This is an optimization exercise on Yosys and OpenROAD, whose aim is small area and a short achievable clock period, not a production implementation. Function was checked by simulation only, so behaviour that the tests miss may differ from the original. Power figures rest on the tool's default switching activity, not on a simulated workload.

## ArithmeticLogicUnitSystem
module ArithmeticLogicUnitSystem(
    RF_OutASel, RF_OutBSel, RF_FunSel, RF_RegSel, RF_ScrSel,
    ALU_FunSel, ALU_WF,
    ARF_OutCSel, ARF_OutDSel, ARF_FunSel, ARF_RegSel,
    IR_LH, IR_Write,
    MemOut,
    MuxASel, MuxBSel, MuxCSel, Clock,
    OutA, OutB, ALUOut, Flags_out, OutC, Address, IROut, MuxCOut);
==> flow/config.mk <==
export PLATFORM = sky130hd
export DESIGN_NAME = ArithmeticLogicUnitSystem
export DESIGN_NICKNAME = ArithmeticLogicUnitSystem
export VERILOG_FILES = /design/flow/design.v
export SDC_FILE = /design/flow/constraint.sdc
export NUM_CORES = 4
export LEC_CHECK = 0
export CAP_MARGIN = 20
export CORE_MARGIN = 2
export CORE_UTILIZATION = 40
export CTS_BUF_LIST = sky130_fd_sc_hd__clkbuf_4 sky130_fd_sc_hd__clkbuf_8
export CTS_CLUSTER_DIAMETER = 25
export SETUP_SLACK_MARGIN = 3.0
export SLEW_MARGIN = 20
export SYNTH_HIERARCHICAL = 1
==> flow/constraint.sdc <==
create_clock -name core_clock -period 9.0 [get_ports {Clock}]
set_input_delay 1.8000 -clock core_clock [delete_from_list [all_inputs] [get_ports {Clock}]]
set_output_delay 1.8000 -clock core_clock [all_outputs]
set_load 0.01 [all_outputs]
standard.sh (not shown) runs the stock make flow with config.mk's settings and CLKGATE_MAP_FILE= SYNTH_SCRIPT=/design/flow/synth_recipe.tcl, a recipe that flattens the netlist after the stock synthesis.
==> flow/flow/run.sh <==
#!/bin/bash
# Standard ORFS layout with buf_2 port buffers. Each stage's full tool
# output is in orfs/logs; the make output is kept in flow_make.log.
set -euo pipefail
bash standard.sh "BUFFER_PORTS_ARGS=-buffer_cell sky130_fd_sc_hd__buf_2" finish > flow_make.log 2>&1
Then changed:
--- a/flow/config.mk
+++ b/flow/config.mk
@@ -12 +12 @@
-export CTS_CLUSTER_DIAMETER = 25
+export CTS_CLUSTER_SIZE = 12
Effect: Cell count does not change. Clock power is about the same. Sequential share of layout area does not change. Area after synthesis stays the same. Worst setup slack does not change. Via count is unchanged. Hold slack does not change. Global-route usage is unchanged. Synthesized cell count does not change.

========
Setup of JK:
ArithmeticLogicUnitSystem again, from the RTL that the note above started with.
## ArithmeticLogicUnitSystem
module ArithmeticLogicUnitSystem(
    RF_OutASel, RF_OutBSel, RF_FunSel, RF_RegSel, RF_ScrSel,
    ALU_FunSel, ALU_WF,
    ARF_OutCSel, ARF_OutDSel, ARF_FunSel, ARF_RegSel,
    IR_LH, IR_Write,
    MemOut,
    MuxASel, MuxBSel, MuxCSel, Clock,
    OutA, OutB, ALUOut, Flags_out, OutC, Address, IROut, MuxCOut);
==> flow/config.mk <==
export PLATFORM = sky130hd
export DESIGN_NAME = ArithmeticLogicUnitSystem
export DESIGN_NICKNAME = ArithmeticLogicUnitSystem
export VERILOG_FILES = /design/flow/design.v
export SDC_FILE = /design/flow/constraint.sdc
export NUM_CORES = 4
export LEC_CHECK = 0
export CAP_MARGIN = 20
export CORE_MARGIN = 2
export CORE_UTILIZATION = 40
export CTS_BUF_LIST = sky130_fd_sc_hd__clkbuf_8 sky130_fd_sc_hd__clkbuf_16
export SETUP_SLACK_MARGIN = 3.0
export SLEW_MARGIN = 20
export SYNTH_HIERARCHICAL = 1
export TNS_END_PERCENT = 0
==> flow/constraint.sdc <==
create_clock -name core_clock -period 9.0 [get_ports {Clock}]
set_input_delay 1.8000 -clock core_clock [delete_from_list [all_inputs] [get_ports {Clock}]]
set_output_delay 1.8000 -clock core_clock [all_outputs]
set_load 0.01 [all_outputs]
Scripts as last shown in full above: flow/flow/run.sh
JK did not stop at any stage, and its layout met the timing, DRC and antenna checks.
Modified inputs, MS compared to JK
Settings: CTS_BUF_LIST changed from sky130_fd_sc_hd__clkbuf_8 sky130_fd_sc_hd__clkbuf_16 to sky130_fd_sc_hd__clkbuf_4 sky130_fd_sc_hd__clkbuf_8.
### Flow results
Between MS and JK, the final instance count without filler cells does not differ in any meaningful way.
Summary of MS over JK: period utilization neither gained nor lost much; met1 capacity usage during global routing closely matched the old numbers.
Compared with JK, MS shows share of power burned in combinational logic higher by 1.6 points.
Reported for MS and JK, average cell area after synthesis turned out identical to the last digit.
Compared MS vs JK, and power after layout is down in MS.
Compared to JK, MS has fraction of area in registers 0.30 points higher.
Compared with JK, MS shows a lower share of the core filled with cells.
--- input diff MS..AL ---
Settings: CTS_BUF_LIST: sky130_fd_sc_hd__clkbuf_4 sky130_fd_sc_hd__clkbuf_8 -> sky130_fd_sc_hd__clkbuf_4 sky130_fd_sc_hd__clkbuf_8 sky130_fd_sc_hd__clkbuf_16; TNS_END_PERCENT: 0 -> 5; SETUP_SLACK_MARGIN: 3.0 -> 3.2.
--- outcome ---
- Mean number of vias per cell essentially unchanged between AL and MS.
- [AL vs MS] routing usage on met3: lower in AL
- Comparing AL and MS, power share of the clock group is lower on MS.
- AL -> MS: critical path depth delta 0, exact match
- | portion of the clock cycle consumed by the worst path in the final layout | AL vs MS | 0.29 points higher |
- MS -> AL: internal power component increased by a few percent
- On via count, AL tracks MS almost exactly.
- AL gives more global-route track usage on met2 than MS did.
- Looking at slew at the pin with the worst max-slew slack, AL sits 0.035 ns higher than MS does.
- Diff AL..MS | die width | unchanged
- Compared with MS, AL shows maximum fanout along the worst path higher by 8.
The following lists how TR was set up differently from AL:
Settings: SETUP_SLACK_MARGIN: 3.2 -> 3.0; TNS_END_PERCENT: 5 -> unset; CTS_BUF_LIST: sky130_fd_sc_hd__clkbuf_4 sky130_fd_sc_hd__clkbuf_8 sky130_fd_sc_hd__clkbuf_16 -> sky130_fd_sc_hd__clkbuf_8.
[summary]
Capturing instance or port of the critical path = MuxCOut[7]: TR; capturing instance or port of the critical path = MuxCOut[3]: AL
TR does worse than AL on final area.
Re wire length on met3: AL was lower than TR.
Between AL and TR, the cell count went up.

========
Setup of juniper:
ArithmeticLogicUnitSystem again, from the RTL that the note above started with.
clock: 9.0 ns
lec_check: 0
cap_margin: 20
core_margin: 2
core_utilization: 40
cts_buf_list: sky130_fd_sc_hd__clkbuf_4 sky130_fd_sc_hd__clkbuf_8
setup_slack_margin: 3.0
slew_margin: 20
synth_hierarchical: 1
tns_end_percent: 20
Scripts as last shown in full above: flow/flow/run.sh
juniper completed; timing, DRC and antenna clean
[inputs] ember vs juniper
# juniper
export LEC_CHECK = 0
export CAP_MARGIN = 20
export CORE_MARGIN = 2
export CORE_UTILIZATION = 40
export CTS_BUF_LIST = sky130_fd_sc_hd__clkbuf_4 sky130_fd_sc_hd__clkbuf_8
export SETUP_SLACK_MARGIN = 3.0
export SLEW_MARGIN = 20
export SYNTH_HIERARCHICAL = 1
export TNS_END_PERCENT = 20
create_clock -name core_clock -period 9.0 [get_ports {Clock}]
# ember
export LEC_CHECK = 0
export CAP_MARGIN = 20
export CORE_MARGIN = 2
export CORE_UTILIZATION = 40
export CTS_BUF_LIST = sky130_fd_sc_hd__clkbuf_4 sky130_fd_sc_hd__clkbuf_8
export SETUP_SLACK_MARGIN = 3.6
export SLEW_MARGIN = 20
export SYNTH_HIERARCHICAL = 1
create_clock -name core_clock -period 9.0 [get_ports {Clock}]
Results
Diff ember and juniper: via count lower in juniper. Summary of the comparison: placed cell area is higher in ember, relative to juniper. met2 layer usage reported by global route, ember and juniper, higher one = ember. ember ended up with a higher final net count than juniper did.
Changes in amber relative to ember:
# ember
export LEC_CHECK = 0
export CAP_MARGIN = 20
export CORE_MARGIN = 2
export CORE_UTILIZATION = 40
export CTS_BUF_LIST = sky130_fd_sc_hd__clkbuf_4 sky130_fd_sc_hd__clkbuf_8
export SETUP_SLACK_MARGIN = 3.6
export SLEW_MARGIN = 20
export SYNTH_HIERARCHICAL = 1
create_clock -name core_clock -period 9.0 [get_ports {Clock}]
# amber
export LEC_CHECK = 0
export CAP_MARGIN = 20
export CORE_MARGIN = 2
export CORE_UTILIZATION = 40
export CTS_BUF_LIST = sky130_fd_sc_hd__clkbuf_4 sky130_fd_sc_hd__clkbuf_8
export SETUP_SLACK_MARGIN = 2.8
export SLEW_MARGIN = 20
export SYNTH_HIERARCHICAL = 1
create_clock -name core_clock -period 9.0 [get_ports {Clock}]
Notes after the runs:
- The higher global routing usage on met2 of ember and amber is in ember.
- ember vs amber, critical-path cell with the highest stage delay: o21ai_2 vs nand4_1
- Taking ember over amber, the clock power ratio works out to 1.10.
- On amber: total half-perimeter wirelength after legalization and detailed placement is 1.1% higher than what ember gave.
- Looking at delay contributed by the slowest stage of the critical path across ember and amber, the one that comes out lower is ember.
- [diff] final worst hold slack, amber relative to ember: regression
- Combinational fraction of design power was higher in the run labelled ember.

========
Another version of the RTL of ArithmeticLogicUnitSystem (not shown whole).
For scale: roughly 1500 cells after synthesis, roughly 160 I/O pins, about 0.016 mm^2 of cells after synthesis.
clock: 9.0 ns
lec_check: 0
cap_margin: 20
core_margin: 2
core_utilization: 40
setup_slack_margin: 3.0
slew_margin: 20
synth_hierarchical: 1
Scripts as last shown in full above: flow/flow/run.sh
Next try:
--- a/flow/config.mk
+++ b/flow/config.mk
@@ -9,4 +9,5 @@
 export CORE_MARGIN = 2
 export CORE_UTILIZATION = 40
+export CTS_BUF_LIST = sky130_fd_sc_hd__clkbuf_4 sky130_fd_sc_hd__clkbuf_8
 export SETUP_SLACK_MARGIN = 3.0
 export SLEW_MARGIN = 20
Register-to-register slack degrades by 0.02 ns.
Global-route usage decreases by 0.12 points.
Combinational power is lower by about 4%.
Wire length goes down by 0.88%.
Die area is unchanged.

========
RTL: one of the versions met above, not the one the previous note started from.
For scale: ~1600 cells after synthesis, roughly 16000 um^2 of cells after synthesis.
export LEC_CHECK = 0
export CAP_MARGIN = 20
export CORE_MARGIN = 2
export CORE_UTILIZATION = 40
export CTS_BUF_LIST = sky130_fd_sc_hd__clkbuf_8 sky130_fd_sc_hd__clkbuf_16
export SETUP_SLACK_MARGIN = 3.4
export SLEW_MARGIN = 20
export SYNTH_HIERARCHICAL = 1
export TNS_END_PERCENT = 0
create_clock -name core_clock -period 9.0 [get_ports {Clock}]
Scripts as last shown in full above: flow/flow/run.sh
The first run passed the timing, DRC and antenna checks.
==> next run, changes <==
Settings changed: CTS_BUF_LIST sky130_fd_sc_hd__clkbuf_8 sky130_fd_sc_hd__clkbuf_16 to sky130_fd_sc_hd__clkbuf_4 sky130_fd_sc_hd__clkbuf_8 sky130_fd_sc_hd__clkbuf_16, SETUP_SLACK_MARGIN 3.4 to 3.0, TNS_END_PERCENT 0 to 20.
Sequential share of layout area came out higher by 0.46 points.
Power falls by 2.3%.
Sequential power is about the same.
Clock-buffer cell count came out higher by 1.
Wire length rises by 2.7%.
==> next run, changes <==
Settings changed: CTS_BUF_LIST sky130_fd_sc_hd__clkbuf_4 sky130_fd_sc_hd__clkbuf_8 sky130_fd_sc_hd__clkbuf_16 to sky130_fd_sc_hd__clkbuf_4 sky130_fd_sc_hd__clkbuf_8, TNS_END_PERCENT 20 to not set.
Worst setup slack is better by 0.081 ns.
Wire length rose slightly.
Area after synthesis is unchanged.
Hold slack is better by 0.011 ns.
Clock power fell by a quarter to a third.
Count of clock-buffer cells in the layout stays the same.
Maximum frequency rose slightly.
Flip-flop and latch count stays the same.
Die area is unchanged.
Power stays flat.

==> separate check: timing with driven ports <==
The flow's constraints put no driver on any port. The routed layouts listed below were extracted and timed again, unchanged, in two steps.
Step 1, drivers: a clkbuf_16 drives Clock and a buf_2 each remaining input, both assumed.
Step 2 times the ports against the registers' clock, not the clock port: input delays grow and output delays shrink by t, the midpoint of the rising clock arrivals with the driver on.
a / b / c = ideal / step 1 / step 2; a / b = the first two.
run | t, ns | setup WS [ns] | worst setup path at the end
the first run of note 1 | 0.581 | 2.764 / 2.619 / 2.590 | input to register
the second run of note 1 | 0.581 | 2.764 / 2.619 / 2.590 | input to register
JK | 0.528 | 2.698 / 2.601 / 2.599 | input to register
MS | 0.591 | 2.708 / 2.594 / 2.594 | input to output
AL | 0.530 | 2.682 / 2.615 / 2.602 | input to register
TR | 0.583 | 2.756 / 2.626 / 2.593 | input to register
juniper | 0.584 | 2.727 / 2.664 / 2.605 | input to register
ember | 0.583 | 2.808 / 2.741 / 2.741 | input to output
amber | 0.584 | 2.686 / 2.556 / 2.556 | input to output
the first run of note 4 | 0.551 | 2.584 / 2.413 / 2.413 | input to output
the second run of note 4 | 0.617 | 2.600 / 2.471 / 2.471 | input to output
the first run of note 5 | 0.559 | 2.798 / 2.686 / 2.606 | input to register
the second run of note 5 | 0.527 | 2.683 / 2.614 / 2.585 | input to register
the third run of note 5 | 0.581 | 2.764 / 2.619 / 2.590 | input to register
After both steps setup and hold are still met in every run listed. For the first run of note 5, which loses most, drivers alone change the setup slack by -0.112 ns; drivers and shift together by -0.192 ns.
